This is an optimization exercise on Yosys and OpenROAD, whose aim is small area, a short achievable clock period and few clock cycles, not a production implementation. Function was checked by simulation only, so behaviour that the tests miss may differ from the original. Power and IR drop assume default switching activity.

File: flow/design.v
`timescale 1ns / 1ps
module SignExtension(in, out);
    input [15:0] in;
    output reg [31:0] out;
    always@(*) begin
    out[31:0] <= { {16{in[15]}}, in[15:0] };
    end
endmodule
`timescale 1ns / 1ps
module PCAdder(PCResult, PCAddResult);
    input [31:0] PCResult;
    output reg [31:0] PCAddResult;
    always @(PCResult, PCAddResult) begin
        PCAddResult <= PCResult + 4;
    end
endmodule
`timescale 1ns / 1ps
module ProgramCounter(Address, PCResult, Reset, Clk, PC_Enable);
	input [31:0] Address;
	input Reset, Clk;
	input PC_Enable;
	output reg [31:0] PCResult;
    always@(posedge Clk)
    begin
        if(Reset == 1)
            PCResult <= 0;
        else if (PC_Enable)
            PCResult <= Address;
    end
endmodule
`timescale 1ns / 1ps
module Mux32Bit2To1(out, inA, inB, sel);
    output reg [31:0] out;
    input [31:0] inA;
    input [31:0] inB;
    input sel;
    always @(sel or inA or inB)
        begin
            if(sel==0)
                out=inA;
            else
                out=inB;
        end
endmodule
`timescale 1ns / 1ps
module Mux5Bit2To1(out, inA, inB, sel);
    output reg [4:0] out;
    input [4:0] inA;
    input [4:0] inB;
    input sel;
    always @(sel or inA or inB)
        begin
            if(sel==0)
                out=inA;
            else
                out=inB;
        end
endmodule
`timescale 1ns / 1ps
module MUX32Bit5To1(out, in0, in1, in2, in3, in4, sel);
output reg [31:0] out;
    input [31:0] in0;
    input [31:0] in1;
    input [31:0] in2;
    input [31:0] in3;
    input [31:0] in4;
    input [2:0]sel;
    always @(sel or in0 or in1 or in2 or in3, in4)
        begin
            if(sel==1)
                out=in1;
            else if(sel==2)
                out=in2;
            else if(sel==3)
                out=in3;
            else if(sel==4)
                out=in4;
            else
                out=in0;
        end
endmodule
`timescale 1ns / 1ps
module JumpAddress(JumpImm, PCPlus4, JumpAddress);
input [27:0] JumpImm;
input [31:0] PCPlus4;
output reg [31:0] JumpAddress;
always @(*)begin
JumpAddress[31:28] <= PCPlus4[31:28];
JumpAddress[27:0] <= (JumpImm <<< 2);
end
endmodule
`timescale 1ns / 1ps
module BranchAdder(PCPlus4, ImmExt, BranchPC);
    input [31:0] PCPlus4;
    input [31:0] ImmExt;
    output reg [31:0] BranchPC;
    always @(*)
    begin
    BranchPC <= (PCPlus4) + (ImmExt * 4);
    end
endmodule
`timescale 1ns / 1ps
module Jump_pred(Instruction, jumpaddr, predict);
    input [31:0] Instruction;
    output reg [31:0] jumpaddr;
    output reg predict;
    always@(*) begin
        if(Instruction == 32'h0c000020) begin
            jumpaddr <= 128;
            predict <= 1;
        end
        else if(Instruction == 32'h0c000009) begin
            jumpaddr <= 36;
            predict <= 1;
        end
        else if(Instruction == 32'h0800001a) begin
            jumpaddr <= 104;
            predict <= 1;
        end
        else 
            jumpaddr <= 0;
            predict <= 0;
    end
endmodule
`timescale 1ns / 1ps
module Should_Flush(Flush, Branch, Predict);
    input Branch, Predict;
    output reg Flush;
    always@(*) begin
        if(Branch == 1 && Predict == 1)begin
            Flush <= 0;
        end
        else if(Branch == 1 && Predict == 0) begin
            Flush <= 1;
        end
        else if(Branch == 0 && Predict == 1) begin
            Flush <= 1;
        end
        else  
        begin
            Flush <= 0;
        end
    end
endmodule
`timescale 1ns / 1ps
module PCSelector(out, controlinput, comparatorinput, Predict);
    output reg [2:0]out;
    input [1:0] controlinput;
    input comparatorinput;
    input Predict;
    always @(*)begin
        if(comparatorinput == 0)
            out <= 0;
        else if (comparatorinput == 1 && Predict == 1)
            out <= 4; 
        else if (comparatorinput == 1 && Predict == 0)
            out <= controlinput; 
        else
            out <= 0;
    end
endmodule
`timescale 1ns / 1ps
module BranchComparator(BranchType, A, B, Branch, stall);
input [3:0] BranchType;
input [31:0] A, B;
input stall;
output reg Branch;
always @(*)
begin
if (stall) begin
    Branch <= 0;
end
else begin
case(BranchType)
4'b0011: begin 
 if (A[31] == 0)
    Branch <= 1;
 else
    Branch <= 0;
 end
4'b0100: begin 
 if (A == B)
    Branch <= 1;
 else
    Branch <= 0;
 end
4'b0101: begin  
 if (A != B)
    Branch <= 1;
 else
    Branch <= 0;
 end
4'b0110:  begin  
 if ((A[31] != 1) && (A != 0))
    Branch <= 1;
 else
    Branch <= 0;
 end
4'b0111: begin  
 if ((A[31] == 1) || (A == 0))
    Branch <= 1;
 else
    Branch <= 0;
 end
4'b1000: begin 
 if (A[31] == 1)
    Branch <= 1;
 else
    Branch <= 0;
 end
 4'b1001: Branch <= 1;
default: Branch <= 0;
endcase
end
end
endmodule
`timescale 1ns / 1ps
module Controller(InstCode, FunctCode, RegImm, NopCheck, RegDst, MemRead, MemToReg,
 ALUOp, MemWrite, ALUSrc, RegWrite, BranchType, jal, Display, hazardType);
input [5:0] InstCode;  
input [5:0] FunctCode;  
input [4:0] RegImm;  
input [31:0] NopCheck;
output reg RegDst;  
output reg MemRead;  
output reg MemToReg;  
output reg [3:0] ALUOp;  
output reg MemWrite;  
output reg ALUSrc;  
output reg RegWrite;  
output reg [1:0] BranchType;  
output reg jal;  
output reg Display;  
output reg hazardType;  
always @(*)
begin
case(InstCode)
6'b000000: begin 
if (FunctCode == 6'b001000) begin  
RegDst <= 0;
MemRead <= 0;
MemToReg <= 0;
ALUOp <= 4'b1001;
MemWrite <= 0;
ALUSrc <= 1;
RegWrite <=0; 
BranchType <= 2;
jal <= 0;
hazardType <= 1;
end
else begin  
RegDst <= 1;
MemRead <= 0;
MemToReg <= 0;
ALUOp <= 4'b0010;
MemWrite <= 0;
ALUSrc <= 0;
RegWrite <= 1; 
BranchType <= 0;
jal <= 0;
hazardType <= 0;
end
end
6'b001000: begin  
RegDst <= 0;
MemRead <= 0;
MemToReg <= 0;
ALUOp <= 4'b0001;
MemWrite <= 0;
ALUSrc <= 1;
RegWrite <=1; 
BranchType <= 0;
jal <= 0;
hazardType <= 1;
end
6'b100011: begin  
RegDst <= 0;
MemRead <= 1;
MemToReg <= 1;
ALUOp <= 4'b0000;
MemWrite <= 0;
ALUSrc <= 1;
RegWrite <=1; 
BranchType <= 0;
jal <= 0;
hazardType <= 1;
end
6'b100001: begin  
RegDst <= 0;
MemRead <= 1;
MemToReg <= 1;
ALUOp <= 4'b0000;
MemWrite <= 0;
ALUSrc <= 1;
RegWrite <=1; 
BranchType <= 0;
jal <= 0;
hazardType <= 1;
end
6'b100000: begin  
RegDst <= 0;
MemRead <= 1;
MemToReg <= 1;
ALUOp <= 4'b0000;
MemWrite <= 0;
ALUSrc <= 1;
RegWrite <=1;
BranchType <= 0;
jal <= 0;
hazardType <= 1;
end
6'b101011: begin  
RegDst <= 0;
MemRead <= 0;
MemToReg <= 0;
ALUOp <= 4'b0000;
MemWrite <= 1;
ALUSrc <= 1;
RegWrite <=0; 
BranchType <= 0;
jal <= 0;
hazardType <= 0;
end
6'b101001: begin  
RegDst <= 0;
MemRead <= 0;
MemToReg <= 0;
ALUOp <= 4'b0000;
MemWrite <= 1;
ALUSrc <= 1;
RegWrite <=0; 
BranchType <= 0;
jal <= 0;
hazardType <= 0;
end
6'b101000: begin  
RegDst <= 0;
MemRead <= 0;
MemToReg <= 0;
ALUOp <= 4'b0000;
MemWrite <= 1;
ALUSrc <= 1;
RegWrite <=0; 
BranchType <= 0;
jal <= 0;
hazardType <= 0;
end
6'b001100: begin  
RegDst <= 0;
MemRead <= 0;
MemToReg <= 0;
ALUOp <= 4'b1010;
MemWrite <= 0;
ALUSrc <= 1;
RegWrite <=1; 
BranchType <= 0;
jal <= 0;
hazardType <= 1;
end
6'b001101: begin  
RegDst <= 0;
MemRead <= 0;
MemToReg <= 0;
ALUOp <= 4'b1011;
MemWrite <= 0;
ALUSrc <= 1;
RegWrite <=1; 
BranchType <= 0;
jal <= 0;
hazardType <= 1;
end
6'b001110: begin  
RegDst <= 0;
MemRead <= 0;
MemToReg <= 0;
ALUOp <= 4'b1100;
MemWrite <= 0;
ALUSrc <= 1;
RegWrite <=1; 
BranchType <= 0;
jal <= 0;
hazardType <= 1;
end
6'b001010: begin  
RegDst <= 0;
MemRead <= 0;
MemToReg <= 0;
ALUOp <= 4'b1101;
MemWrite <= 0;
ALUSrc <= 1;
RegWrite <=1; 
BranchType <= 0;
jal <= 0;
hazardType <= 1;
end
6'b011100: begin  
RegDst <= 1;
MemRead <= 0;
MemToReg <= 0;
ALUOp <= 4'b1111;
MemWrite <= 0;
ALUSrc <= 0;
RegWrite <= 1; 
BranchType <= 0;
jal <= 0;
hazardType <= 0;
end
6'b000001: begin  
if (RegImm == 5'b00001) begin
RegDst <= 0;
MemRead <= 0;
MemToReg <= 0;
ALUOp <= 4'b0011;
MemWrite <= 0;
ALUSrc <= 0;
RegWrite <= 0; 
BranchType <= 3;
jal <= 0;
hazardType <= 1;
end
else  
begin
RegDst <= 0;
MemRead <= 0;
MemToReg <= 0;
ALUOp <= 4'b1000;
MemWrite <= 0;
ALUSrc <= 0;
RegWrite <= 0; 
BranchType <= 3;
jal <= 0;
hazardType <= 1;
end
end
6'b000100: begin  
RegDst <= 0;
MemRead <= 0;
MemToReg <= 0;
ALUOp <= 4'b0100;
MemWrite <= 0;
ALUSrc <= 0;
RegWrite <= 0; 
BranchType <= 3;
jal <= 0;
hazardType <= 0;
end
6'b000101: begin  
RegDst <= 0;
MemRead <= 0;
MemToReg <= 0;
ALUOp <= 4'b0101;
MemWrite <= 0;
ALUSrc <= 0;
RegWrite <= 0; 
BranchType <= 3;
jal <= 0;
hazardType <= 0;
end
6'b000111: begin  
RegDst <= 0;
MemRead <= 0;
MemToReg <= 0;
ALUOp <= 4'b0110;
MemWrite <= 0;
ALUSrc <= 0;
RegWrite <= 0; 
BranchType <= 3;
jal <= 0;
hazardType <= 1;
end
6'b000110: begin  
RegDst <= 0;
MemRead <= 0;
MemToReg <= 0;
ALUOp <= 4'b0111;
MemWrite <= 0;
ALUSrc <= 0;
RegWrite <= 0; 
BranchType <= 3;
jal <= 0;
hazardType <= 0;
end
6'b000010: begin  
RegDst <= 0;
MemRead <= 0;
MemToReg <= 0;
ALUOp <= 4'b1001;
MemWrite <= 0;
ALUSrc <= 0;
RegWrite <= 0; 
BranchType <= 1;
jal <= 0;
hazardType <= 1;
end
6'b000011: begin  
RegDst <= 0;
MemRead <= 0;
MemToReg <= 0;
ALUOp <= 4'b1001;
MemWrite <= 0;
ALUSrc <= 0;
RegWrite <= 1; 
BranchType <= 1;
jal <= 1;
hazardType <= 0;
end
default: begin  
RegDst <= 0;
MemRead <= 0;
MemToReg <= 0;
ALUOp <= 4'b0000;
MemWrite <= 0;
ALUSrc <= 0;
RegWrite <=0; 
BranchType <= 0;
jal <= 0;
hazardType <= 0;
end
endcase 
if (NopCheck == 0) begin
Display <= 1;
RegDst <= 0;
MemRead <= 0;
MemToReg <= 0;
ALUOp <= 4'b0000;
MemWrite <= 0;
ALUSrc <= 0;
RegWrite <=0; 
BranchType <= 0;
jal <= 0;
hazardType <= 0;
end
else
Display <= 1;
end
endmodule
`timescale 1ns / 1ps
module ALU_Controller(ALUOp, Funct, ALUControl);
input [3:0]ALUOp;
input [5:0]Funct;
output reg [3:0]ALUControl;
always @(*) begin
    case(ALUOp)
        4'b0000: ALUControl <= 4'b0001;  
        4'b0001: ALUControl <= 4'b0001;  
        4'b0010: begin  
            case(Funct)
                6'b100000: ALUControl <= 4'b0001;   
                6'b100010: ALUControl <= 4'b0010;   
                6'b100100: ALUControl <= 4'b1010;   
                6'b100101: ALUControl <= 4'b1011;   
                6'b100111: ALUControl <= 4'b1100;   
                6'b100110: ALUControl <= 4'b1101;   
                6'b000000: ALUControl <= 4'b1110;   
                6'b000010: ALUControl <= 4'b1111;   
               default: ALUControl <= 4'b1000;   
            endcase
        end
        4'b0011: ALUControl <= 4'b0100;   
        4'b0100: ALUControl <= 4'b0010;   
        4'b0101: ALUControl <= 4'b0101;   
        4'b0110: ALUControl <= 4'b0110;   
        4'b0111: ALUControl <= 4'b0111;   
        4'b1000: ALUControl <= 4'b1000;   
        4'b1001: ALUControl <= 4'b0000;   
        4'b1010: ALUControl <= 4'b1010;   
        4'b1011: ALUControl <= 4'b1011;   
        4'b1100: ALUControl <= 4'b1101;   
        4'b1101: ALUControl <= 4'b1000;   
        default: ALUControl <= 4'b0011;   
    endcase
end
endmodule
`timescale 1ns / 1ps
module ALU32Bit(ALUControl, A, B, ShftAmt, ALUResult, Zero);
	input [3:0] ALUControl;  
	input [31:0] A, B;	     
    input [4:0] ShftAmt;  
	output reg [31:0] ALUResult;	 
	output reg Zero;	     
always @(*)
begin 
if (ALUResult == 0)  
Zero <= 1;
else  
Zero <= 0; 
end 
always @(*)
begin
case(ALUControl)
4'b0000: ALUResult <= 0;  
4'b0001: ALUResult <= A + B;  
4'b0010: ALUResult <= A - B;  
4'b0011: ALUResult <= A * B;  
4'b0100: begin 
 if ((A[31:31] == 1) && (B[31:31] == 0))
    ALUResult <= 0;
 else if ((A[31:31] == 0) && (B[31:31] == 1))
    ALUResult <= 1;
 else
    ALUResult <= ((A > B) || (A == B));
 end
4'b0101: ALUResult <= (A != B);  
4'b0110:  begin  
if ((A[31:31] == 1) && (B[31:31] == 0))
    ALUResult <= 0;
 else if ((A[31:31] == 0) && (B[31:31] == 1))
    ALUResult <= 1;
 else
    ALUResult <= (A > B);  
end
4'b0111: begin  
if ((A[31:31] == 1) && (B[31:31] == 0))
    ALUResult <= 1;
 else if ((A[31:31] == 0) && (B[31:31] == 1))
    ALUResult <= 0;
 else
    ALUResult <= ((A < B) || (A == B)); 
end 
4'b1000: begin 
if ((A[31:31] == 1) && (B[31:31] == 0))
    ALUResult <= 1;
 else if ((A[31:31] == 0) && (B[31:31] == 1))
    ALUResult <= 0;
 else
    ALUResult <= (A < B); 
end 
4'b1010: ALUResult <= A & B;  
4'b1011: ALUResult <= A | B;  
4'b1100: ALUResult <= ~(A | B);  
4'b1101: ALUResult <= A ^ B;  
4'b1110: ALUResult <= B <<< ShftAmt;  
default: ALUResult <= B >>> ShftAmt;  
endcase 
end
endmodule
`timescale 1ns / 1ps
module RegisterFile(ReadRegister1, ReadRegister2, WriteRegister, WriteData, RegWrite, Clk, ReadData1, ReadData2, V0, V1);
	input [4:0] ReadRegister1, ReadRegister2, WriteRegister;
    input RegWrite;
    output reg [31:0] ReadData1, ReadData2;
    input [31:0] WriteData;
    input Clk;
    output reg [31:0] V0, V1;
    reg [31:0] RegFile [1:31];
    always @(posedge Clk) begin
        if ((RegWrite==1) && (WriteRegister != 5'd0)) begin
        RegFile[WriteRegister] <= WriteData;
        end
    end
     always @(*) begin
     ReadData1 = (ReadRegister1 == 5'd0) ? 32'd0 : RegFile[ReadRegister1];
     ReadData2 = (ReadRegister2 == 5'd0) ? 32'd0 : RegFile[ReadRegister2];
     V0 = RegFile[2];
     V1 = RegFile[3];
     end
endmodule
`timescale 1ns / 1ps
module Hazard_Detection_Unit(Exei, Memi, Deci, Wbi, exeh, memh, dech, wbh, Stall, RegWriteE,
 RegWriteM, RegWriteW);
input [31:0] Exei, Memi, Deci, Wbi;
input exeh, memh, dech, wbh, RegWriteE, RegWriteM, RegWriteW;
output reg Stall;
wire [4:0]ExeRD = Exei[15:11]; 
wire [4:0]ExeRT = Exei[20:16];
wire [4:0]MemRD = Memi[15:11]; 
wire [4:0]MemRT = Memi[20:16];
wire [4:0]DecRS = Deci[25:21];
wire [4:0]DecRT = Deci[20:16];
wire [4:0]WbRD = Wbi[15:11];
wire [4:0]WbRT = Wbi[20:16];
wire [4:0] ExeDst = (Exei[31:26] == 6'b000011) ? 5'd31 : (exeh ? ExeRT : ExeRD);
wire [4:0] MemDst = (Memi[31:26] == 6'b000011) ? 5'd31 : (memh ? MemRT : MemRD);
wire [4:0] WbDst  = (Wbi[31:26]  == 6'b000011) ? 5'd31 : (wbh  ? WbRT  : WbRD);
always @(*) begin
    Stall <= 0;
    if (Deci[31:26] == 6'b000011) begin
        Stall <= 0;
    end
    else begin
        if ((ExeDst == DecRS || (dech == 0 && ExeDst == DecRT)) && (RegWriteE == 1))
            Stall <= 1;
        if ((MemDst == DecRS || (dech == 0 && MemDst == DecRT)) && (RegWriteM == 1))
            Stall <= 1;
        if ((WbDst == DecRS || (dech == 0 && WbDst == DecRT)) && (RegWriteW == 1))
            Stall <= 1;
    end
end
endmodule
`timescale 1ns / 1ps
module DataMemoryPort(Address, WriteData, MemWrite, MemRead, ReadData, MemType,
    dmem_addr, dmem_wdata, dmem_wstrb, dmem_rdata);
    input [31:0] Address;
    input [31:0] WriteData;
    input MemWrite;
    input MemRead;
    input [1:0] MemType;
    output reg [31:0] ReadData;
    output [31:0] dmem_addr;
    output reg [31:0] dmem_wdata;
    output reg [3:0] dmem_wstrb;
    input [31:0] dmem_rdata;
    assign dmem_addr = Address;
    always @(*) begin
        if (MemRead == 1'b1) begin
            if (MemType == 2'b11)                            
                ReadData = dmem_rdata;
            else if (MemType == 2'b01) begin                 
                if (Address[1:0] == 2'b10)
                    ReadData = {{16{dmem_rdata[15]}}, dmem_rdata[15:0]};
                else
                    ReadData = {{16{dmem_rdata[31]}}, dmem_rdata[31:16]};
            end
            else begin                                       
                if (Address[1:0] == 2'b11)
                    ReadData = {{24{dmem_rdata[7]}}, dmem_rdata[7:0]};
                else if (Address[1:0] == 2'b10)
                    ReadData = {{24{dmem_rdata[15]}}, dmem_rdata[15:8]};
                else if (Address[1:0] == 2'b01)
                    ReadData = {{24{dmem_rdata[23]}}, dmem_rdata[23:16]};
                else
                    ReadData = {{24{dmem_rdata[31]}}, dmem_rdata[31:24]};
            end
        end
        else
            ReadData = 32'b0;
    end
    always @(*) begin
        dmem_wdata = WriteData;
        dmem_wstrb = 4'b0000;
        if (MemWrite == 1'b1) begin
            if (MemType == 2'b11)                            
                dmem_wstrb = 4'b1111;
            else if (MemType == 2'b01) begin                 
                dmem_wdata = {2{WriteData[15:0]}};
                if (Address[1:0] == 2'b10)
                    dmem_wstrb = 4'b0011;
                else if (Address[1:0] == 2'b00)
                    dmem_wstrb = 4'b1100;
            end
            else if (MemType == 2'b00) begin                 
                dmem_wdata = {4{WriteData[7:0]}};
                case (Address[1:0])
                    2'b11: dmem_wstrb = 4'b0001;
                    2'b10: dmem_wstrb = 4'b0010;
                    2'b01: dmem_wstrb = 4'b0100;
                    default: dmem_wstrb = 4'b1000;
                endcase
            end
        end
    end
endmodule
`timescale 1ns / 1ps
module Pipline_Fetch(Clk, PCPlus4F, InstructionF, PCPlus4D, InstructionD,
 Fetch_Enable, Flush, Reset, predictF, predictD);
    input Clk;
    input [31:0] PCPlus4F;
    input [31:0] InstructionF;
    input Fetch_Enable;
    input Flush;
    input Reset;
    input predictF;
    output reg [31:0] PCPlus4D;
    output reg [31:0] InstructionD;
    output reg predictD;
    always @(posedge Clk) begin
    if(Reset) begin
        PCPlus4D <= 4;
        InstructionD <= 0;
        predictD <= 0;
    end
    else begin
        if (Flush) begin
        PCPlus4D <= 6969;
        InstructionD <= 0;
        predictD <= 0;
        end
        else if (Fetch_Enable) begin
        PCPlus4D <= PCPlus4F;
        InstructionD <= InstructionF;
        predictD <= predictF;
        end
    end
    end
endmodule
`timescale 1ns / 1ps
module Pipline_Decode(Clk,
MemReadD, MemToRegD, MemWriteD, ALUSrcD, RegWriteD, MemTypeD,
ALUOpD, WriteRegD, ImmExtD, ReadData1D, ReadData2D, ShftAmtD,
MemReadE, MemToRegE, MemWriteE, ALUSrcE, RegWriteE, MemTypeE,
ALUOpE, WriteRegE, ImmExtE, ReadData1E, ReadData2E, ShftAmtE,
PCPlus4D, PCPlus4E, jalD, jalE, DisplayD, DisplayE, BranchTypeD, BranchTypeE,
hazardTypeD, hazardTypeE, instructionD, test, Decode_On, Reset, BranchD, BranchE
);
input Clk, MemReadD, MemToRegD, MemWriteD, ALUSrcD, RegWriteD;
input [3:0] ALUOpD;
input [4:0] WriteRegD;
input [31:0] ImmExtD, ReadData1D, ReadData2D;
input [4:0] ShftAmtD;
input [1:0] MemTypeD;
input [31:0] PCPlus4D;
input jalD, DisplayD;
input [1:0] BranchTypeD;
input hazardTypeD;
input [31:0] instructionD;
input Decode_On;
input Reset;
input BranchD;
output reg MemReadE, MemToRegE, MemWriteE, ALUSrcE, RegWriteE;
output reg [3:0] ALUOpE;
output reg [4:0] WriteRegE;
output reg [31:0] ImmExtE, ReadData1E, ReadData2E;
output reg [4:0] ShftAmtE;
output reg [1:0] MemTypeE;
output reg [31:0] PCPlus4E;
output reg jalE, DisplayE;
output reg [1:0] BranchTypeE;
output reg hazardTypeE;
output reg [31:0] test;
output reg BranchE;
always @(posedge Clk)
begin
if(Reset) begin
test <= 0;
MemReadE <= 0;
MemToRegE <= 0;
MemWriteE <= 0;
ALUSrcE <= 0;
RegWriteE <= 0;
ALUOpE <= 0;
WriteRegE <= 0;
ImmExtE <= 0;
ReadData1E <= 0;
ReadData2E <= 0;
ShftAmtE <= 0;
MemTypeE <= 0;
PCPlus4E <= 0;
jalE <= 0;
DisplayE <= 0;
BranchTypeE <= 0;
hazardTypeE <= 0;
BranchE <=0;
end
else begin
if(Decode_On) begin
test <= instructionD;
MemReadE <= MemReadD;
MemToRegE <= MemToRegD;
MemWriteE <= MemWriteD;
ALUSrcE <= ALUSrcD;
RegWriteE <= RegWriteD;
ALUOpE <= ALUOpD;
WriteRegE <= WriteRegD;
ImmExtE <= ImmExtD;
ReadData1E <= ReadData1D;
ReadData2E <= ReadData2D;
ShftAmtE <= ShftAmtD;
MemTypeE <= MemTypeD;
PCPlus4E <= PCPlus4D;
jalE <= jalD;
DisplayE <= DisplayD;
BranchTypeE <= BranchTypeD;
hazardTypeE <= hazardTypeD;
BranchE <= BranchD;
end
else begin
test <= 0;
MemReadE <= 0;
MemToRegE <= 0;
MemWriteE <= 0;
ALUSrcE <= 0;
RegWriteE <= 0;
ALUOpE <= 0;
WriteRegE <= 0;
ImmExtE <= 0;
ReadData1E <= 0;
ReadData2E <= 0;
ShftAmtE <= 0;
MemTypeE <= 0;
PCPlus4E <= 0;
jalE <= 0;
DisplayE <= 0;
BranchTypeE <= 0;
hazardTypeE <= 0;
BranchE <= 0;
end
end
end
endmodule
`timescale 1ns / 1ps
module Pipline_Execute(Clk, MemReadE, MemToRegE, MemWriteE, RegWriteE, ALUresultE, ReadData2E, WriteRegE, MemReadM, MemToRegM, MemWriteM, RegWriteM, ALUresultM, ReadData2M, WriteRegM,
MemTypeE, MemTypeM, PCPlus4E, PCPlus4M, jalE, jalM, DisplayE, DisplayM, BranchTypeE, BranchTypeM,
hazardTypeE, hazardTypeM, InstructionE, InstructionM, Reset, BranchE, BranchM);
    input Clk;
    input MemReadE;
    input MemToRegE;
    input MemWriteE;
    input RegWriteE;
    input [31:0] ALUresultE;
    input [31:0] ReadData2E;
    input [4:0] WriteRegE;
    input [1:0] MemTypeE;
    input [31:0] PCPlus4E;
    input jalE, DisplayE;
    input [1:0] BranchTypeE;
    input hazardTypeE;
    input [31:0] InstructionE;
    input Reset;
    input BranchE;
    output reg MemReadM;
    output reg MemToRegM;
    output reg MemWriteM;
    output reg RegWriteM;
    output reg [31:0] ALUresultM;
    output reg [31:0] ReadData2M;
    output reg [4:0] WriteRegM;
    output reg [1:0] MemTypeM;
    output reg [31:0] PCPlus4M;
    output reg jalM, DisplayM;
    output reg [1:0] BranchTypeM;
    output reg hazardTypeM;
    output reg [31:0] InstructionM;
    output reg BranchM;
    always @(posedge Clk) begin
    if(Reset) begin
    MemReadM <= 0;
    MemToRegM <= 0;
    MemWriteM <= 0;
    RegWriteM <= 0;
    ALUresultM <= 0;
    ReadData2M <= 0;
    WriteRegM <= 0;
    MemTypeM <= 0;
    PCPlus4M <= 0;
    jalM <= 0;
    DisplayM <= 0;
    BranchTypeM <= 0;
    hazardTypeM <= 0;
    InstructionM <= 0;
    BranchM <= 0;
    end
    else begin
    MemReadM <= MemReadE;
    MemToRegM <= MemToRegE;
    MemWriteM <= MemWriteE;
    RegWriteM <= RegWriteE;
    ALUresultM <= ALUresultE;
    ReadData2M <= ReadData2E;
    WriteRegM <= WriteRegE;
    MemTypeM <= MemTypeE;
    PCPlus4M <= PCPlus4E;
    jalM <= jalE;
    DisplayM <= DisplayE;
    BranchTypeM <= BranchTypeE;
    hazardTypeM <= hazardTypeE;
    InstructionM <= InstructionE;
    BranchM <= BranchE;
    end
    end
endmodule
`timescale 1ns / 1ps
module Pipline_Memory(Clk, MemtoRegM, RegWriteM, MemReadDataM, ALUResultM, WriteRegM, MemtoRegW, RegWriteW, MemReadDataW, ALUResultW, WriteRegW,
PCPlus4M, PCPlus4W, jalM, jalW, DisplayM, DisplayW, BranchTypeM, BranchTypeW, Reset,
hazardTypeM, hazardTypeW, instructionM, instructionW, BranchM, BranchW);
input Clk;
input MemtoRegM;
input RegWriteM;
input [31:0] MemReadDataM;
input [31:0] ALUResultM;
input [4:0] WriteRegM;
input [31:0] PCPlus4M;
input jalM, DisplayM;
input [1:0] BranchTypeM;
input Reset;
input hazardTypeM;
input [31:0]instructionM;
input BranchM;
output reg MemtoRegW;
output reg RegWriteW;
output reg [31:0] MemReadDataW;
output reg [31:0] ALUResultW;
output reg [4:0] WriteRegW;
output reg [31:0]PCPlus4W;
output reg jalW, DisplayW;
output reg [1:0] BranchTypeW;
output reg hazardTypeW;
output reg [31:0]instructionW;
output reg BranchW;
always @(posedge Clk) begin
        if(Reset) begin
        MemtoRegW <= 0;
        RegWriteW <= 0;
        MemReadDataW <= 0;
        ALUResultW <= 0;
        WriteRegW <= 0;
        PCPlus4W <= 0;
        jalW <= 0;
        DisplayW <= 0;
        BranchTypeW <= 0;
        end
        else begin
        MemtoRegW <= MemtoRegM;
        RegWriteW <= RegWriteM;
        MemReadDataW <= MemReadDataM;
        ALUResultW <= ALUResultM;
        WriteRegW <= WriteRegM;
        PCPlus4W <= PCPlus4M;
        jalW <= jalM;
        DisplayW <= DisplayM;
        BranchTypeW <= BranchTypeM;
        hazardTypeW <= hazardTypeM;
        instructionW <= instructionM;
        BranchW <= BranchM;
        end
    end
endmodule
`timescale 1ns / 1ps
module top2(
Clk, Reset, V0, V1, imem_addr, imem_rdata, dmem_addr, dmem_wdata, dmem_wstrb, dmem_rdata
    );
    input Clk, Reset;
    wire [31:0] PCPlus4F;  
    wire [31:0] InstructionF;  
    wire [31:0] PCOutF;  
    wire [31:0] PCPlus4D;
    wire [31:0] InstructionD;
    wire MemReadD, MemToRegD, MemWriteD, ALUSrcD, RegWriteD, RegDst;
    wire [3:0] ALUOpD;
    wire [4:0] WriteRegD; 
    wire [4:0] WriteRegD1;
    wire [31:0] ImmExtD; 
    wire [31:0] ReadData1D;
    wire [31:0] ReadData2D;
    wire MemReadE;
    wire MemToRegE;
    wire MemWriteE;
    wire RegWriteE;
    wire [31:0] ALUResultE;
    wire [31:0] ReadData2E;
    wire [4:0] WriteRegE;
    wire [31:0] ALUSrcValE;
    wire [31:0] ImmExtE;
    wire ALUSrcE;
    wire [31:0] ReadData1E;
    wire [4:0] ShftAmtE;
    wire ZeroE;
    wire [3:0] ALUOpE;
    wire [3:0] ALUControlE;
    wire MemtoRegM;
    wire RegWriteM;
    wire [31:0] MemReadDataM;
    wire [31:0] ALUResultM;
    wire [31:0] ReadData2M;
    wire MemtoRegW;
    wire RegWriteW;
    wire [31:0] MemReadDataW;
    wire [31:0] ALUResultW;
     wire [4:0] WriteRegW;
    wire [4:0] WriteRegM;
    wire [31:0] WriteDataW;
     wire [31:0] WriteDataW1;
    wire MemWriteM;
    wire MemReadM;
    wire [1:0] MemTypeD, MemTypeE;
    wire [1:0] MemTypeM;
    wire [31:0] PCPlus4E, PCPlus4M;
     wire [31:0] PCPlus4W;
    wire [1:0] BranchTypeD;
     wire jalD;
    wire jalE, jalM; 
     wire jalW;
    wire BranchD;
    wire [2:0] PCSel;
    wire [31:0] PCInF;
    wire [31:0] JumpAddressD;
    wire [31:0] BranchAddressD;
    wire DisplayD, DisplayE, DisplayM, DisplayW;
    wire [1:0] BranchTypeE, BranchTypeM, BranchTypeW;
    wire hazardTypeD, hazardTypeE, hazardTypeM;
     wire Stall;
    wire [31:0] InstructionE, InstructionM;
     wire [31:0] InstructionW;
    wire  hazardTypeW;
    wire BranchE, BranchM;
    wire BranchW;
    output wire [31:0] V0, V1;
    output wire [31:0] imem_addr;
    input  wire [31:0] imem_rdata;
    output wire [31:0] dmem_addr;
    output wire [31:0] dmem_wdata;
    output wire [3:0]  dmem_wstrb;
    input  wire [31:0] dmem_rdata;
    wire [31:0] jumpaddr;
    wire predictF;
    wire predictD;
    wire [31:0] CurrPC;
     wire Flush;
    wire [31:0] PPCPlus4F;
    ProgramCounter PCCounter(PCInF, CurrPC, Reset, Clk, ~Stall);
    Jump_pred Jump_pred(InstructionD, jumpaddr, predictF);
    Mux32Bit2To1 Jump(PCOutF, CurrPC, jumpaddr, predictF);
    PCAdder PPCAdder(PCOutF, PPCPlus4F);
    PCAdder PCAdder(CurrPC, PCPlus4F);
    assign imem_addr = PCOutF;
    assign InstructionF = imem_rdata;
    Pipline_Fetch Pipline_Fetch(Clk, PCPlus4F, InstructionF, PCPlus4D, InstructionD,
     ~Stall, Flush, Reset, predictF, predictD);
    Controller Controller(InstructionD[31:26], InstructionD[5:0], InstructionD[20:16], InstructionD,
      RegDst, MemReadD, MemToRegD, ALUOpD, MemWriteD, ALUSrcD, RegWriteD, BranchTypeD, jalD, DisplayD,
      hazardTypeD);
    Mux5Bit2To1 RegDstMux(WriteRegD1, InstructionD[20:16], InstructionD[15:11], RegDst);
    RegisterFile RegisterFile(InstructionD[25:21], InstructionD[20:16], WriteRegW, WriteDataW, 
    RegWriteW, Clk, ReadData1D, ReadData2D, V0, V1);
    SignExtension SignExtender(InstructionD[15:0], ImmExtD);
    Hazard_Detection_Unit Unit(InstructionE, InstructionM, InstructionD, InstructionW, 
    hazardTypeE, hazardTypeM, hazardTypeD, hazardTypeW, Stall, RegWriteE, RegWriteM, RegWriteW
    );
    BranchComparator BranchComparator(ALUOpD, ReadData1D, ReadData2D, BranchD, Stall);
    Should_Flush Should_Flush(Flush, BranchD, predictF);
    PCSelector PCSelector(PCSel, BranchTypeD, BranchD, predictD);
    JumpAddress JumpAddressCalc(InstructionD[27:0], PCPlus4D, JumpAddressD);
    BranchAdder BranchAdder(PCPlus4D, ImmExtD, BranchAddressD);
    MUX32Bit5To1 PCMux(PCInF, PCPlus4F, JumpAddressD, ReadData1D, BranchAddressD, PPCPlus4F+4, PCSel);
    Mux5Bit2To1 JALMuxRegister(WriteRegD, WriteRegD1, 5'd31, jalD);
    Pipline_Decode Pipline_Decode(Clk,
        MemReadD, MemToRegD, MemWriteD, ALUSrcD, RegWriteD, InstructionD[27:26],
        ALUOpD, WriteRegD, ImmExtD, ReadData1D, ReadData2D, InstructionD[10:6], 
        MemReadE, MemToRegE, MemWriteE, ALUSrcE, RegWriteE, MemTypeE,
        ALUOpE, WriteRegE, ImmExtE, ReadData1E, ReadData2E, ShftAmtE,
        PCPlus4D, PCPlus4E, jalD, jalE, DisplayD, DisplayE, BranchTypeD, BranchTypeE,
        hazardTypeD, hazardTypeE, InstructionD, InstructionE, ~Stall, Reset, BranchD, BranchE);
    Mux32Bit2To1 ALUSrcMux(ALUSrcValE, ReadData2E, ImmExtE, ALUSrcE);
    ALU_Controller ALU_Controller(ALUOpE, ImmExtE[5:0], ALUControlE);
    ALU32Bit ALU(ALUControlE, ReadData1E, ALUSrcValE, ShftAmtE, ALUResultE, ZeroE);
    Pipline_Execute Pipline_Execute(
        Clk, MemReadE, MemToRegE, MemWriteE, 
        RegWriteE, ALUResultE, ReadData2E, WriteRegE,
        MemReadM, MemtoRegM, MemWriteM, RegWriteM,
        ALUResultM, ReadData2M, WriteRegM,
        MemTypeE, MemTypeM, PCPlus4E, PCPlus4M,
        jalE, jalM, DisplayE, DisplayM, BranchTypeE, BranchTypeM,
        hazardTypeE, hazardTypeM, InstructionE, InstructionM, Reset, BranchE, BranchM);
    DataMemoryPort DataMemory(ALUResultM, ReadData2M, MemWriteM, MemReadM,
     MemReadDataM, MemTypeM, dmem_addr, dmem_wdata, dmem_wstrb, dmem_rdata);     
    Pipline_Memory Pipline_Memory(Clk, 
    MemtoRegM, RegWriteM, MemReadDataM, ALUResultM, WriteRegM,
    MemtoRegW, RegWriteW, MemReadDataW, ALUResultW, WriteRegW,
    PCPlus4M, PCPlus4W, jalM, jalW, DisplayM, DisplayW, BranchTypeM, BranchTypeW, Reset,
    hazardTypeM, hazardTypeW, InstructionM, InstructionW, BranchM, BranchW);
    Mux32Bit2To1 MemToRegMux(WriteDataW1, ALUResultW, MemReadDataW, MemtoRegW);
    Mux32Bit2To1 JALMuxData(WriteDataW, WriteDataW1, (PCPlus4W), jalW);
endmodule
File: flow/run.sh
#!/bin/bash
# synth_recipe.tcl (not shown) runs the flow's synth.tcl, then flattens the netlist and writes it again
# the make line also repeats each setting of config.mk as NAME=value (left out here)
make -C /OpenROAD-flow-scripts/flow DESIGN_CONFIG=/design/flow/config.mk WORK_HOME=/design/flow/orfs CLKGATE_MAP_FILE= SYNTH_SCRIPT=/design/flow/synth_recipe.tcl finish
File: flow/config.mk
export PLATFORM = sky130hd
export DESIGN_NAME = top2
export DESIGN_NICKNAME = top2
export VERILOG_FILES = /design/flow/design.v
export SDC_FILE = /design/flow/constraint.sdc
export NUM_CORES = 4
export LEC_CHECK = 0
export CAP_MARGIN = 20
export CORE_MARGIN = 2
export CORE_UTILIZATION = 40
export PLACE_DENSITY = 0.6
export SLEW_MARGIN = 20
File: flow/constraint.sdc
create_clock -name core_clock -period 12.0 [get_ports {Clk}]
set_input_delay 2.4000 -clock core_clock [delete_from_list [all_inputs] [get_ports {Clk}]]
set_output_delay 2.4000 -clock core_clock [all_outputs]
set_load 0.01 [all_outputs]
==> impl_metrics.tcl <==
set metrics [dict create \
    cts_buffer_depth 3 \
    synth_cell_types 103 \
    fmax_ghz 0.105 \
    p_per_area_nw_per_um2 237 \
    port_buffers 229 \
    path_clk_slew_ns 0.08 \
    startpoint_type "flop" \
    die_area_um2 230000 \
    synth_top_area_share_pct 34.5 \
    drtAntennaViolNets 0 \
    hold_path.class "flop to flop" \
    report.power.total_w 0.0241 \
    syn_inst 7466 \
    synth_top_cell_by_area "edfxtp_1" \
    cts_sinks 1511 \
    place.gp.congestion 1.03 \
    min_period_ns 9.53 \
    slew_viol_final 0 \
    top_level_ports 230 \
    viasPerCell 6.24 \
    first_pass_iters 8 \
    ys.flop_type "edfxtp_1" \
    wl_um 350000 \
    ctsRootBufferMaster "clkbuf_16" \
    cts-buffers-inserted 161 \
    status "finished clean" \
    cp_max_fo 21 \
    nets 8337 \
    antenna_found_initial 8 \
    core-area_um2 225000 \
    dpl.hpwl_um 247000 \
    rrSetupSlack_ns 2.47 \
    post-cts-setup-buffer-count 0 \
    rr_worst_depth 27 \
    ir_worst_vdd_uv 239 \
    hold_violations 0 \
    grt_pass1_vias 66000 \
    leakagePower_nw 36.7 \
    chipWidth_um 480 \
    rsz0062_at_grt "no" \
    drv_cap 0 \
    regMostFlops "RegisterFile.RegFile" \
    grt_overflow 0 \
    grtUsageTotal_pct 29.9 \
    endpoint_kind "flop" \
    die_y_um 480 \
    reg2reg_to "Pipline_Execute.ALUresultM[31]" \
    initial_core_util_pct 40.3 \
    period_share_pct 79.5 \
    syn_avg_cell_area_um2 12.1 \
    setup_viol 0 \
    yosysSeqAreaShare_pct 44.9 \
    fin_skew_ns 0.0942 \
    path_class "flop to flop" \
    maxSlewHeadroom_pct 25.2 \
    worstPathArrival_ns 10.25 \
    drc 0 \
    grt_max_degree 106 \
    cts_resized 0 \
    yosysWarnings 22 \
    r2r-start "Pipline_Decode.ALUSrcE" \
    netlist_area_um2 90600 \
    std_cell_rows 174 \
    grt_pass1_wl_um 494000 \
    synth-edff-count 1041 \
    htree_levels 4 \
    drtIter0Drc 8768 \
    fin_hold_ws_ns 0.426 \
    cts_tree "built" \
    drive_gt1_share_pct 15.2 \
    ys_ff_latch 1511 \
    area.growth.synth_to_final_pct 12.4 \
    largest_register_ffs 1024 \
    wl_per_cell_um 32.6 \
    synth_async_sr_flop_share_pct 0 \
    ys_top_cells_by_area "edfxtp_1 35%, mux4_2 12%, dfxtp_1 10%" \
    postCtsHoldBufs 0 \
    required_ns 12.72 \
    startpoint "Pipline_Decode.ALUSrcE" \
    vias 67000 \
    tns_ns 0 \
    worstSetupEndpoint "Pipline_Execute.ALUresultM[31]" \
    worst_pin_slew_ns 1.11 \
    insertion_delay_ns 0.83 \
]
[area by class of cell]
cell class              instances  area (µm²)
clock buffers                 205        4410
diodes                          2        5.00
clock inverters                91         846
repair buffers                455        4070
inverters                     528        1980
fillers                     20200      123000
well taps                    2992        3740
flip-flops and latches       1511       40700
multi-input cells            4952       46000
[Yosys cell counts (all sizes together), types with 17 or more instances]
cell type / instances
nor2: 784
mux2i: 298
o21bai: 22
a221oi: 50
mux4: 506
a211o: 31
clkbuf: 303
a21o: 42
a21oi: 293
o221ai: 62
dfxtp: 470
o22ai: 97
nand2: 553
edfxtp: 1041
clkinv: 20
xnor2: 119
a311oi: 17
fa: 411
nand3: 71
o31ai: 28
nor4: 24
or4: 18
a31oi: 42
o211ai: 39
nand3b: 20
a22oi: 53
nor2b: 184
or3: 29
o21ai: 234
nand2b: 39
nand4: 27
and2: 21
buf: 203
nor3: 64
o21a: 25
a211oi: 89
ha: 251
a221o: 21
mux2: 57
and3: 73
xor2: 68
inv: 508
[logic make-up (layout without fill, tap and decap cells)]
group / count (synthesis) / in the layout / synth area share (%)
compound gates: 1256 / 1256 / 9.26
mux: 861 / 861 / 16.7
xor+xnor: 187 / 187 / 1.81
fa+ha+maj: 662 / 662 / 12.6
buf+inv: 1034 / 1279 / 4.97
simple gates: 1954 / 1954 / 9.83
other cells: 1 / 34 / 0.00414
flops: 1511 / 1511 / 44.9
[how the worst min path moves through the flow]
stage,slack [ns],end,startpoint,cells past startpoint
6_report,0.43,Pipline_Memory.instructionW[17],Pipline_Execute.InstructionM[17],0
5_1_grt,0.43,Pipline_Memory.instructionW[17],Pipline_Execute.InstructionM[17],0
4_1_cts,0.43,Pipline_Memory.instructionW[17],Pipline_Execute.InstructionM[17],0
3_5_place_dp,0.41,Pipline_Memory.instructionW[17],Pipline_Execute.InstructionM[17],0
3_3_place_gp,0.41,Pipline_Memory.instructionW[16],Pipline_Execute.InstructionM[16],0
2_1_floorplan,0.40,Pipline_Memory.instructionW[16],Pipline_Execute.InstructionM[16],0
[critical path, stage by stage (launching register included)]
cell	delay [ns]
dfxtp_1	0.65
buf_4	0.39
mux2_2	0.59
inv_1	0.45
nor2_1	0.13
fa_1	0.45
fa_1	0.41
fa_1	0.42
inv_1	0.10
fa_1	0.42
inv_1	0.09
fa_1	0.42
ha_1	0.30
fa_1	0.50
fa_1	0.42
ha_1	0.36
a21o_1	0.18
a21o_1	0.17
a21o_1	0.19
o21ai_0	0.32
nand2_1	0.12
o211ai_1	0.48
a21oi_1	0.22
o41ai_2	0.90
o21ai_0	0.27
xnor2_1	0.21
nand2_1	0.08
a41oi_1	0.20
[per-layer routing]
| layer | wire length, µm | vias to the layer above | global-route usage (%) |
|---|---|---|---|
| li1 | - | 27700 | - |
| met1 | 134000 | 34300 | 39.7 |
| met2 | 158000 | 4192 | 46.4 |
| met3 | 34200 | 850 | 5.68 |
| met4 | 23200 | 2 | 16.5 |
| met5 | 18 | - | 0 |
[placed cells by master, fill, tap and decap left out, drive strengths merged, types with 53 or more instances in the layout]
cell and instances:
xor2 68, fa 411, a211oi 89, nor2b 184, clkbuf 206, mux4 506, and3 73, nand3 71
nor3 64, mux2i 298, clkdlybuf4s50 228, ha 251, xnor2 119, buf 226, edfxtp 1041, a21oi 293
o21ai 234, clkinv 86, nand2 553, inv 519, o22ai 97, a22oi 53, dfxtp 470, nor2 784
o221ai 62, mux2 57
[through the flow]
| stage | worst slack [ns] | cell area, µm² | instances | util, % |
|---|---|---|---|---|
| floorplan | 3.64 | 90700 | 7497 | - |
| detailed placement | 2.78 | 96500 | 10400 | 42.9 |
| global placement | 2.91 | 96500 | 10400 | 42.9 |
| finish | 2.47 | 102000 | 10700 | 45.3 |
| CTS | 2.75 | 102000 | 10700 | 45.3 |
| global route | 2.21 | 102000 | 10700 | 45.3 |
[where the power goes]
| part | internal, W | total (W) | switching (W) |
|---|---|---|---|
| Combinational | 0.00433 | 0.0126 | 0.00829 |
| Clock | 0.00282 | 0.00501 | 0.00219 |
| Sequential | 0.00599 | 0.00649 | 0.000501 |
| Total | 0.0131 | 0.0241 | 0.0110 |
Testbench counts, summed over its fixed seeds: cycles 117,434.

## afterwards: timing with drivers on the ports
Ports are ideal in the flow. The routed layout listed here was re-timed in OpenROAD.
Step 1 sets driving cells, clkbuf_16 on the clock port and buf_2 on the other inputs (assumed; they add their load-dependent delay and slew).
Step 2 adds t to the input delays and takes it off the output delays; t is the mean of the earliest and latest rising clock arrival at the registers after step 1. Input paths then give back, and output paths get back, about the clock's delay inside the block.
Three values: ideal, step 1, step 2; two values: the first two.
shift t [ns]: 0.875
setup WS [ns]: 2.466 / 2.466 / 2.466
latest minus earliest clock arrival (ns): 0.095 / 0.095
slew at the worst register clock pin (ns): 0.08 / 0.08
worst data-port slew with drivers (ns): 0.06
After both steps setup and hold are still met in this run. The setup slack of this run moves by 0.000 ns with the drivers and by 0.000 ns with both steps.
